Background: an optimization exercise with open tools, aiming at small area. Do not read the settings as production practice. Power and IR drop assume default switching activity.

== v4 ==
==> flow/design.v <==
module pulse_gen_tim
#(parameter WIDTH=25)
(
	input clk, enable, reset,
	input tim,  
	input [WIDTH-1:0] delay_in,
	input [WIDTH-1:0] duration_in,
	input [WIDTH-1:0] T_in,
	output reg out_signal
);
	reg [7:0] c0, c1, c2;
	reg [1:0] c3;
	reg cout1, cout2, cout3;
	reg state;
	localparam S0 = 1'b0, S1 = 1'b1;
	reg [WIDTH-1:0] pulse_time;
	reg [WIDTH-1:0] delay;
	reg [20:0] count_tim;
	reg [1:0] pre;
	reg [1:0] eq;
	wire [25:0] cnt = {c3, c2, c1, c0};
	wire [WIDTH-1:0] pt_nx = (state == S0) ? T_in : pulse_time;
	wire [WIDTH-1:0] dl_nx = (state == S0) ? delay_in : delay;
	reg [26:0] cs_s, cs_c;
	reg [26:0] yg, yp;
	reg [25:0] xg, xp;
	reg [24:0] bg, bp;
	reg a0, a1, a2;
	reg gg, pp, y_co, x_co, b_co;
	integer i, j;
	localparam K = 8;
	always @(*) begin
		for (i = 0; i < 27; i = i + 1) begin
			a0 = (i < 26) ? cnt[i] : 1'b0;
			a1 = (i < 21) ? count_tim[i] : 1'b0;
			a2 = (i < 25) ? ~duration_in[i] : 1'b1;
			cs_s[i] = a0 ^ a1 ^ a2;
			cs_c[i] = (a0 & a1) | (a0 & a2) | (a1 & a2);
		end
		yg = cs_s & {cs_c[25:0], 1'b1};
		yp = cs_s | {cs_c[25:0], 1'b1};
		y_co = 1'b0;
		for (j = 0; j < 27; j = j + K) begin
			gg = 1'b0;
			pp = 1'b1;
			for (i = j; i < j + K && i < 27; i = i + 1) begin
				gg = yg[i] | (yp[i] & gg);
				pp = pp & yp[i];
			end
			y_co = gg | (pp & y_co);
		end
		xg = cnt & ~{1'b0, duration_in};
		xp = cnt | ~{1'b0, duration_in};
		x_co = 1'b1;
		for (j = 0; j < 26; j = j + K) begin
			gg = 1'b0;
			pp = 1'b1;
			for (i = j; i < j + K && i < 26; i = i + 1) begin
				gg = xg[i] | (xp[i] & gg);
				pp = pp & xp[i];
			end
			x_co = gg | (pp & x_co);
		end
		bg = duration_in & ~{4'd0, count_tim};
		bp = duration_in | ~{4'd0, count_tim};
		b_co = 1'b1;
		for (j = 0; j < 25; j = j + K) begin
			gg = 1'b0;
			pp = 1'b1;
			for (i = j; i < j + K && i < 25; i = i + 1) begin
				gg = bg[i] | (bp[i] & gg);
				pp = pp & bp[i];
			end
			b_co = gg | (pp & b_co);
		end
	end
	wire hit_u = x_co | (b_co & y_co);
	wire hit_t = cnt == {1'b0, pt_nx};
	wire hit_d = cnt == {1'b0, dl_nx};
	wire [1:0] code = {hit_u | hit_t, hit_u | (~hit_t & hit_d)};
	wire clr = reset | (state == S0);
	wire fin = eq[1] & eq[0];
always @(posedge clk) begin
	if (state == S0) begin
		pulse_time <= T_in;
		delay <= delay_in;
	end
end
always @(posedge clk) begin
	if (reset) begin
		out_signal <= 1'b0;
		state <= S0;
		count_tim <= 21'd0;
		cout1 <= 1'b0;
		cout2 <= 1'b0;
		cout3 <= 1'b0;
		pre <= 2'b11;
		eq <= 2'b00;
	end else begin
		case (state)
		S0: begin
			if (tim) count_tim <= count_tim + 1'b1;
			else if (enable) state <= S1;
		end
		S1: begin
			if (eq[1]) out_signal <= 1'b0;
			else if (eq[0]) out_signal <= 1'b1;
			if (fin) begin
				state <= S0;
				count_tim <= 21'd0;
			end
		end
		endcase
		cout1 <= (c0 == 8'hfe);
		cout2 <= &c1;
		cout3 <= &c2;
		pre <= code;
		eq <= pre;
	end
end
always @(posedge clk) begin
	c0 <= clr ? 8'd0 : c0 + 8'd1;
	if (cout1 & ~reset) c1 <= c1 + 8'd1;
	else if (clr) c1 <= 8'd0;
	if (cout2 & cout1 & ~reset) c2 <= c2 + 8'd1;
	else if (clr) c2 <= 8'd0;
	if (cout3 & cout2 & cout1 & ~reset) c3 <= c3 + 2'd1;
	else if (clr) c3 <= 2'd0;
end
endmodule
clock: 5.0 ns
lec_check: 0
cap_margin: 20
core_margin: 2
core_utilization: 40
place_density: 0.6
slew_margin: 20
standard.sh (not shown) runs the stock make flow with config.mk's settings and CLKGATE_MAP_FILE= SYNTH_SCRIPT=/design/flow/synth_recipe.tcl, a recipe that flattens the netlist after the stock synthesis.
==> flow/flow/run.sh <==
#!/bin/bash
# The standard layout with these changes:
#  - after the standard synthesis, the combinational logic is mapped again
#    by ABC with an area-oriented script (flow/area.abc); flip-flops are
#    kept as they are (same instances, names and cells);
#  - port buffers are the smallest buffer cell (buf_1);
#  - CTS uses clkbuf_8 and inserts no dummy loads.
set -euo pipefail
here=$(pwd)
R=$here/orfs/results/$FLOW_PLATFORM/pulse_gen_tim/base
LIB=$FLOW_HOME/platforms/$FLOW_PLATFORM/lib/sky130_fd_sc_hd__tt_025C_1v80.lib
YOSYS=$(command -v yosys || echo $FLOW_HOME/../tools/install/yosys/bin/yosys)
export BUFFER_PORTS_ARGS="-buffer_cell sky130_fd_sc_hd__buf_1"
export CTS_ARGS="-sink_clustering_enable -repair_clock_nets -dont_use_dummy_load -buf_list sky130_fd_sc_hd__clkbuf_8"

bash standard.sh synth > standard_synth.log 2>&1

cp $R/1_2_yosys.v $here/standard_netlist.v
DU=""
for c in sky130_fd_sc_hd__lpflow_bleeder_1 sky130_fd_sc_hd__lpflow_clkbufkapwr_1 sky130_fd_sc_hd__lpflow_clkbufkapwr_16 sky130_fd_sc_hd__lpflow_clkbufkapwr_2 sky130_fd_sc_hd__lpflow_clkbufkapwr_4 sky130_fd_sc_hd__lpflow_clkbufkapwr_8 sky130_fd_sc_hd__lpflow_clkinvkapwr_1 sky130_fd_sc_hd__lpflow_clkinvkapwr_16 sky130_fd_sc_hd__lpflow_clkinvkapwr_2 sky130_fd_sc_hd__lpflow_clkinvkapwr_4 sky130_fd_sc_hd__lpflow_clkinvkapwr_8 sky130_fd_sc_hd__lpflow_decapkapwr_12 sky130_fd_sc_hd__lpflow_decapkapwr_3 sky130_fd_sc_hd__lpflow_decapkapwr_4 sky130_fd_sc_hd__lpflow_decapkapwr_6 sky130_fd_sc_hd__lpflow_decapkapwr_8 sky130_fd_sc_hd__lpflow_inputiso0n_1 sky130_fd_sc_hd__lpflow_inputiso0p_1 sky130_fd_sc_hd__lpflow_inputiso1n_1 sky130_fd_sc_hd__lpflow_inputiso1p_1 sky130_fd_sc_hd__lpflow_inputisolatch_1 sky130_fd_sc_hd__lpflow_isobufsrc_1 sky130_fd_sc_hd__lpflow_isobufsrc_16 sky130_fd_sc_hd__lpflow_isobufsrc_2 sky130_fd_sc_hd__lpflow_isobufsrc_4 sky130_fd_sc_hd__lpflow_isobufsrc_8 sky130_fd_sc_hd__lpflow_isobufsrckapwr_16 sky130_fd_sc_hd__lpflow_lsbuf_lh_hl_isowell_tap_1 sky130_fd_sc_hd__lpflow_lsbuf_lh_hl_isowell_tap_2 sky130_fd_sc_hd__lpflow_lsbuf_lh_hl_isowell_tap_4 sky130_fd_sc_hd__lpflow_lsbuf_lh_isowell_4 sky130_fd_sc_hd__lpflow_lsbuf_lh_isowell_tap_1 sky130_fd_sc_hd__lpflow_lsbuf_lh_isowell_tap_2 sky130_fd_sc_hd__lpflow_lsbuf_lh_isowell_tap_4 sky130_fd_sc_hd__probe_p_8 sky130_fd_sc_hd__probec_p_8 ; do DU="$DU -dont_use $c"; done
cat > $here/remap.ys <<EOS
read_liberty -ignore_miss_func $LIB
read_verilog $here/standard_netlist.v
hierarchy -top $FLOW_TOP
setattr -mod -set blackbox 1 sky130_fd_sc_hd__df* sky130_fd_sc_hd__edf*
flatten
opt_clean
delete t:\$scopeinfo
abc -liberty $LIB $DU -script $here/flow/area.abc
opt_clean
hilomap -singleton -hicell sky130_fd_sc_hd__conb_1 HI -locell sky130_fd_sc_hd__conb_1 LO
stat -liberty $LIB
write_verilog -noattr -noexpr -nohex -nodec $here/remapped.v
EOS
$YOSYS -s $here/remap.ys > $here/remap.log 2>&1
cp $here/remapped.v $R/1_2_yosys.v
rm -f $R/1_synth.odb $R/1_synth.sdc

bash standard.sh > standard.log 2>&1
Other scripts of this flow, unchanged in this note and not shown: flow/flow/area.abc
diff inputs: v4 => v39
--- a/flow/design.v
+++ b/flow/design.v
@@ -25,13 +25,13 @@
 	reg [26:0] yg, yp;
 	reg [25:0] xg, xp;
 	reg [24:0] bg, bp;
 	reg a0, a1, a2;
 	reg gg, pp, y_co, x_co, b_co;
 	integer i, j;
-	localparam K = 8;
+	localparam K = 10;
 	always @(*) begin
 		for (i = 0; i < 27; i = i + 1) begin
 			a0 = (i < 26) ? cnt[i] : 1'b0;
 			a1 = (i < 21) ? count_tim[i] : 1'b0;
 			a2 = (i < 25) ? ~duration_in[i] : 1'b1;
 			cs_s[i] = a0 ^ a1 ^ a2;
### Flow results
Taking v4 as the reference, in v39 non-clock buffer count now sits higher; area used by sequential logic in the layout held; synthesized area did not really move; via-per-instance ratio higher; post-route core utilization about even. In summary, v39 completed successfully, with a layout that passed the timing, DRC and antenna checks. In the reports for v4 and v39, the smaller overall power after layout belongs to v4. Summary: with v4 as the reference, wire length in v39 moved up by a few percent. | global-route usage | v39 vs v4 | 0.95 points higher |.
No functional check of the RTL was part of any run of this note.

## re-timing with driven ports
How much do the figures lean on ideal ports? The routed layouts below were timed once more, with nothing changed but the port constraints.
Step 1: set_driving_cell puts a clkbuf_16 on clk and a buf_2 on each other input, an assumption about the parent block.
Step 2, shift: input delay + t, output delay - t, t = (earliest + latest rising clock arrival at the registers) / 2. This alone moves slack from input paths to output paths.
a / b / c = no drivers / after step 1 / after step 2; a / b = the first two.
run | shift t [ns] | setup slack, ns | hold slack, ns | worst data-port slew with drivers (ns) | pins driven straight from the clock port
v4 | 0.411 | 0.528 / 0.540 / 0.129 | 0.459 / 0.459 / 0.459 | 0.04 | 1
v39 | 0.415 | 0.518 / 0.531 / 0.116 | 0.448 / 0.448 / 0.448 | 0.04 | 1
After both steps every run listed still meets setup and hold. The setup slack of v39, which loses most, moves by +0.013 ns with the drivers and by -0.402 ns with both steps.
